This design comes from an exercise in tuning for small area on the open sky130 flow, not from production work. The RTL was checked by simulation tests, not by an equivalence proof against the original design. The flow treats the clock pin as an ideal source. Dropping or thinning the clock tree relies on that and would not hold on a real chip. No activity file was given, so power comes from the tool's default toggle rates.

==> flow/design.v (excerpt) <==
module overall_top(
    input clk_100MHz,
    input reset,
    input sec_button,
    input min_button,
    input hour_button,
    input start,
    input pause,
    input mode,
    output h_sync,
    output v_sync,
    output [11:0] rgb
    );
Size in the first run: ~460 cells after synthesis, about 85 flip-flops, ~22 I/O pins, ~4700 um^2 of cells after synthesis.
==> flow/config.mk <==
export PLATFORM = sky130hd
export DESIGN_NAME = overall_top
export DESIGN_NICKNAME = overall_top
export VERILOG_FILES = /design/flow/design.v
export SDC_FILE = /design/flow/constraint.sdc
export NUM_CORES = 4
export LEC_CHECK = 0
export CAP_MARGIN = 20
export CORE_MARGIN = 2
export CORE_UTILIZATION = 40
export SLEW_MARGIN = 20
export SYNTH_MEMORY_MAX_BITS = 16384
==> flow/constraint.sdc <==
create_clock -name core_clock -period 10.0 [get_ports {clk_100MHz}]
set_input_delay 2.0000 -clock core_clock [delete_from_list [all_inputs] [get_ports {clk_100MHz}]]
set_output_delay 2.0000 -clock core_clock [all_outputs]
set_load 0.01 [all_outputs]
standard.sh (not shown) runs the stock make flow with config.mk's settings and CLKGATE_MAP_FILE= SYNTH_SCRIPT=/design/flow/synth_recipe.tcl, a recipe that flattens the netlist after the stock synthesis.
==> flow/flow/run.sh <==
#!/bin/bash
# Own layout flow: the standard flow (standard.sh) with three changes.
#  1. After the standard synthesis, the combinational logic between the
#     (untouched) registers is re-mapped by ABC for area (remap.abc); a
#     Yosys equivalence check against the standard netlist guards it, and the
#     standard netlist is kept if the check does not pass.
#  2. The port buffers are sky130_fd_sc_hd__buf_1 (every port still gets one).
#  3. The clock tree is built from clkbuf_8 without dummy balancing loads.
# Each tool's output goes to a log file of its own in the work folder.
set -euo pipefail
WORK=$(pwd)
FLOWDIR=$WORK/flow
RES=$WORK/orfs/results/$FLOW_PLATFORM/overall_top/base
PLAT=$FLOW_HOME/platforms/$FLOW_PLATFORM
LIB=$PLAT/lib/sky130_fd_sc_hd__tt_025C_1v80.lib
YOSYS=${YOSYS_EXE:-$(command -v yosys || echo $FLOW_HOME/../tools/install/yosys/bin/yosys)}

export BUFFER_PORTS_ARGS="-buffer_cell sky130_fd_sc_hd__buf_1"
export CTS_ARGS="-sink_clustering_enable -repair_clock_nets -dont_use_dummy_load -buf_list sky130_fd_sc_hd__clkbuf_8"

bash standard.sh synth > standard_synth.log 2>&1
cp "$RES/1_2_yosys.v" "$WORK/netlist_standard.v"

DONT_USE=$(sed -n '/DONT_USE_CELLS +=/,/^$/p' "$PLAT/config.mk" | grep -o 'sky130_fd_sc_hd__[A-Za-z0-9_]*' | sed 's/^/-dont_use /' | tr '\n' ' ')
SEQ="sky130_fd_sc_hd__df* sky130_fd_sc_hd__edf* sky130_fd_sc_hd__sdf* sky130_fd_sc_hd__dl*"

cat > "$WORK/remap.ys" <<EOS
read_liberty -ignore_miss_func -ignore_miss_dir -ignore_miss_data_latch $LIB
read_verilog $WORK/netlist_standard.v
hierarchy -top $FLOW_TOP
setattr -mod -set keep_hierarchy 1 $SEQ
flatten
opt_clean
setattr -mod -set blackbox 1 $SEQ
techmap
opt -fast
abc -liberty $LIB $DONT_USE -script $FLOWDIR/remap.abc
setundef -zero
splitnets
opt_clean -purge
hilomap -singleton -hicell sky130_fd_sc_hd__conb_1 HI -locell sky130_fd_sc_hd__conb_1 LO
insbuf -buf sky130_fd_sc_hd__buf_4 A X
check -assert -mapped
tee -o $WORK/remap_stat.txt stat -liberty $LIB
write_verilog -noattr -nohex -nodec -selected $WORK/netlist_remap.v
EOS

cat > "$WORK/equiv.ys" <<EOS
read_liberty -ignore_miss_func -ignore_miss_dir -ignore_miss_data_latch $LIB
read_verilog $WORK/netlist_standard.v
rename $FLOW_TOP gold
read_verilog $WORK/netlist_remap.v
rename $FLOW_TOP gate
hierarchy -check
flatten gold gate
opt_clean
async2sync
equiv_make gold gate eq
hierarchy -top eq
equiv_simple -seq 1
equiv_induct -seq 1
equiv_status -assert
EOS

use_remap=0
if "$YOSYS" -s "$WORK/remap.ys" > "$WORK/remap.log" 2>&1 \
   && "$YOSYS" -s "$WORK/equiv.ys" > "$WORK/equiv.log" 2>&1; then
  # the same registers, by name and cell type
  if diff <(grep -o 'sky130_fd_sc_hd__[de]*df[a-z0-9_]* [^ ]*' "$WORK/netlist_standard.v" | sort) \
          <(grep -o 'sky130_fd_sc_hd__[de]*df[a-z0-9_]* [^ ]*' "$WORK/netlist_remap.v" | sort) > "$WORK/regs_diff.log"; then
    use_remap=1
  fi
fi
echo "use_remap=$use_remap" > "$WORK/remap_used.txt"
if [[ $use_remap == 1 ]]; then
  cp "$WORK/netlist_remap.v" "$RES/1_2_yosys.v"
  rm -f "$RES/1_synth.odb" "$RES/1_synth.sdc"
fi

bash standard.sh > standard.log 2>&1
Other scripts of this flow, unchanged in this note and not shown: flow/flow/remap.abc
Rerun with:
--- a/flow/flow/run.sh
+++ b/flow/flow/run.sh
@@ -42,3 +42,2 @@
 insbuf -buf sky130_fd_sc_hd__buf_4 A X
-check -assert -mapped
 tee -o $WORK/remap_stat.txt stat -liberty $LIB
What happened:
- routed wire length decreases by 13%
- combinational power fell by 8.2%
- power is higher by 0.87%
- synthesized cell count rises by about 5%
- hold slack barely changes


Another version of the RTL of overall_top (not shown whole).
Size in the first run: ~450 cells after synthesis, ~22 I/O pins, about 3900 µm² of cells after synthesis.
export LEC_CHECK = 0
export CAP_MARGIN = 0
export CORE_MARGIN = 2
export CORE_UTILIZATION = 40
export GPL_TIMING_DRIVEN = 0
export SLEW_MARGIN = 0
export SYNTH_MEMORY_MAX_BITS = 16384
create_clock -name core_clock -period 10.0 [get_ports {clk_100MHz}]
==> flow/flow/run.sh <==
#!/bin/bash
# Own layout flow: the standard flow (standard.sh) with these changes.
#  2. The port buffers are sky130_fd_sc_hd__buf_1 (every port still gets one).
#  3. After synthesis, buffers of drive 6 and up are not used (see below).
#  4. CTS builds its tree from clkbuf_8 without dummy loads; clock_tree.tcl
#     then replaces it by a smaller tree if that meets its checks.
# Each tool's output goes to a log file of its own in the work folder.
set -euo pipefail
WORK=$(pwd)
export FLOWDIR=$WORK/flow
export RES=$WORK/orfs/results/$FLOW_PLATFORM/overall_top/base
PLAT=$FLOW_HOME/platforms/$FLOW_PLATFORM
LIB=$PLAT/lib/sky130_fd_sc_hd__tt_025C_1v80.lib
YOSYS=${YOSYS_EXE:-$(command -v yosys || echo $FLOW_HOME/../tools/install/yosys/bin/yosys)}
OPENROAD=${OPENROAD_EXE:-$(command -v openroad || echo $FLOW_HOME/../tools/install/OpenROAD/bin/openroad)}

export BUFFER_PORTS_ARGS="-buffer_cell sky130_fd_sc_hd__buf_1"
export CTS_ARGS="-sink_clustering_enable -repair_clock_nets -dont_use_dummy_load -buf_list sky130_fd_sc_hd__clkbuf_8"

bash standard.sh synth > standard_synth.log 2>&1
cp "$RES/1_2_yosys.v" "$WORK/netlist_standard.v"
python3 "$FLOWDIR/cut_ffs.py" "$WORK/netlist_standard.v" "$WORK/cut_standard.v" > "$WORK/cut_standard.log" 2>&1 || true

DONT_USE=$(sed -n '/DONT_USE_CELLS +=/,/^$/p' "$PLAT/config.mk" | grep -o 'sky130_fd_sc_hd__[A-Za-z0-9_]*' | sed 's/^/-dont_use /' | tr '\n' ' ')
SEQ="sky130_fd_sc_hd__df* sky130_fd_sc_hd__edf* sky130_fd_sc_hd__sdf* sky130_fd_sc_hd__dl*"

SEEDS="1 2 3 4 5 6 7 8"
for S in $SEEDS; do
  sed "s/@SEED@/$S/" "$FLOWDIR/remap.abc" > "$WORK/remap_$S.abc"
  cat > "$WORK/remap_$S.ys" <<EOS
read_liberty -ignore_miss_func -ignore_miss_dir -ignore_miss_data_latch $LIB
read_verilog $WORK/netlist_standard.v
hierarchy -top $FLOW_TOP
setattr -mod -set keep_hierarchy 1 $SEQ
flatten
opt_clean
setattr -mod -set blackbox 1 $SEQ
techmap
opt -fast
abc -liberty $LIB $DONT_USE -script $WORK/remap_$S.abc
setundef -zero
splitnets
opt_clean -purge
hilomap -singleton -hicell sky130_fd_sc_hd__conb_1 HI -locell sky130_fd_sc_hd__conb_1 LO
tee -o $WORK/remap_stat_$S.txt stat -liberty $LIB
write_verilog -noattr -nohex -nodec -selected $WORK/netlist_remap_$S.v
EOS
  "$YOSYS" -s "$WORK/remap_$S.ys" > "$WORK/remap_$S.log" 2>&1 &
  while (( $(jobs -rp | wc -l) >= 4 )); do sleep 2; done
done
wait || true

# candidates, smallest first
: > "$WORK/remap_areas.txt"
for S in $SEEDS; do
  if [[ -s "$WORK/netlist_remap_$S.v" && -s "$WORK/remap_stat_$S.txt" ]]; then
    a=$(grep -m1 "Chip area" "$WORK/remap_stat_$S.txt" | awk '{print $NF}')
    echo "$a $S" >> "$WORK/remap_areas.txt"
  fi
done
use_remap=0
for S in $(sort -g "$WORK/remap_areas.txt" | awk '{print $2}'); do
  python3 "$FLOWDIR/cut_ffs.py" "$WORK/netlist_remap_$S.v" "$WORK/cut_remap_$S.v" > "$WORK/cut_remap_$S.log" 2>&1 || continue
  cat > "$WORK/equiv_$S.ys" <<EOS
read_liberty -ignore_miss_func -ignore_miss_dir -ignore_miss_data_latch $LIB
read_verilog $WORK/cut_standard.v
rename $FLOW_TOP gold
read_verilog $WORK/cut_remap_$S.v
rename $FLOW_TOP gate
flatten gold gate
opt_clean
miter -equiv -flatten -make_outputs gold gate miter
hierarchy -top miter
sat -verify -prove trigger 0 miter
EOS
  "$YOSYS" -s "$WORK/equiv_$S.ys" > "$WORK/equiv_$S.log" 2>&1 || continue
  # the same registers, by name and cell type
  diff <(grep -o 'sky130_fd_sc_hd__[de]*df[a-z0-9_]* [^ ]*' "$WORK/netlist_standard.v" | sort) \
       <(grep -o 'sky130_fd_sc_hd__[de]*df[a-z0-9_]* [^ ]*' "$WORK/netlist_remap_$S.v" | sort) > "$WORK/regs_diff_$S.log" || continue
  use_remap=$S
  break
done
echo "use_remap=$use_remap" > "$WORK/remap_used.txt"
if [[ $use_remap != 0 ]]; then
  cp "$WORK/netlist_remap_$use_remap.v" "$RES/1_2_yosys.v"
  rm -f "$RES/1_synth.odb" "$RES/1_synth.sdc"
fi

# From placement on, large buffers (buf_6 and up) are not used: repairs use
# smaller buffers or sizing instead.
export DONT_USE_CELLS="sky130_fd_sc_hd__buf_6 sky130_fd_sc_hd__buf_8 sky130_fd_sc_hd__buf_12 sky130_fd_sc_hd__buf_16"
bash standard.sh cts > standard_cts.log 2>&1
K=$(TREE_K=0 "$OPENROAD" -no_init -exit "$FLOWDIR/clock_tree.tcl" 2>&1 | tee "$WORK/clock_tree_search.log" | awk '/^BEST_K/ {print $2}' || true)
K=${K:-0}
if [[ $K != 0 ]] && TREE_K=$K "$OPENROAD" -no_init -exit "$FLOWDIR/clock_tree.tcl" > "$WORK/clock_tree.log" 2>&1 \
   && [[ -s "$RES/4_cts_tree.odb" ]]; then
  cp "$RES/4_cts.odb" "$WORK/4_cts_cts.odb"
  mv "$RES/4_cts_tree.odb" "$RES/4_cts.odb"
  echo "clock tree replaced" > "$WORK/clock_tree_used.txt"
else
  echo "clock tree kept" > "$WORK/clock_tree_used.txt"
fi

bash standard.sh > standard.log 2>&1
Other scripts of this flow, unchanged in this note and not shown: flow/flow/clock_tree.tcl, flow/flow/clock_tree_lib.tcl, flow/flow/cut_ffs.py, flow/flow/remap.abc
The starting point passed the timing, design-rule and antenna checks.
Next try:
--- a/flow/flow/run.sh
+++ b/flow/flow/run.sh
@@ -3,4 +3,3 @@
 #  2. The port buffers are sky130_fd_sc_hd__buf_1 (every port still gets one).
-#  3. After synthesis, buffers of drive 6 and up are not used (see below).
-#  4. CTS builds its tree from clkbuf_8 without dummy loads; clock_tree.tcl
+#  3. CTS builds its tree from clkbuf_8 without dummy loads; clock_tree.tcl
 #     then replaces it by a smaller tree if that meets its checks.
@@ -88,5 +87,2 @@
 
-# From placement on, large buffers (buf_6 and up) are not used: repairs use
-# smaller buffers or sizing instead.
-export DONT_USE_CELLS="sky130_fd_sc_hd__buf_6 sky130_fd_sc_hd__buf_8 sky130_fd_sc_hd__buf_12 sky130_fd_sc_hd__buf_16"
 bash standard.sh cts > standard_cts.log 2>&1
Effect: Routed wire length stays the same. Die area is unchanged. Critical path depth does not change. Sequential cell count stays the same. Combinational power stays flat.
No run of this note takes its clock network from TritonCTS; it comes from the design's own scripts or RTL.

re-timing with driven ports:
The flow's constraints put no driver on any port. The routed layouts listed below were extracted and timed again, unchanged, in two steps. Step 1, drivers: a clkbuf_16 drives clk_100MHz and a buf_2 each remaining input, both assumed. Step 2, shift: input delay + t, output delay - t, t = (earliest + latest rising clock arrival at the registers) / 2. This alone moves slack from input paths to output paths. a / b / c = ideal ports / drivers / drivers and shift; a / b = the first two.
run	shift t [ns]	slack for setup (ns)	slew at the worst register clock pin (ns)
the first run of note 1	0.381	5.065 / 5.038 / 5.038	0.08 / 0.08
the second run of note 1	0.385	5.140 / 5.115 / 4.953	0.08 / 0.08
the first run of note 2	0.455	4.616 / 4.621 / 4.166	0.10 / 0.10
the second run of note 2	0.455	4.616 / 4.621 / 4.166	0.10 / 0.10
After both steps every run listed still meets setup and hold.
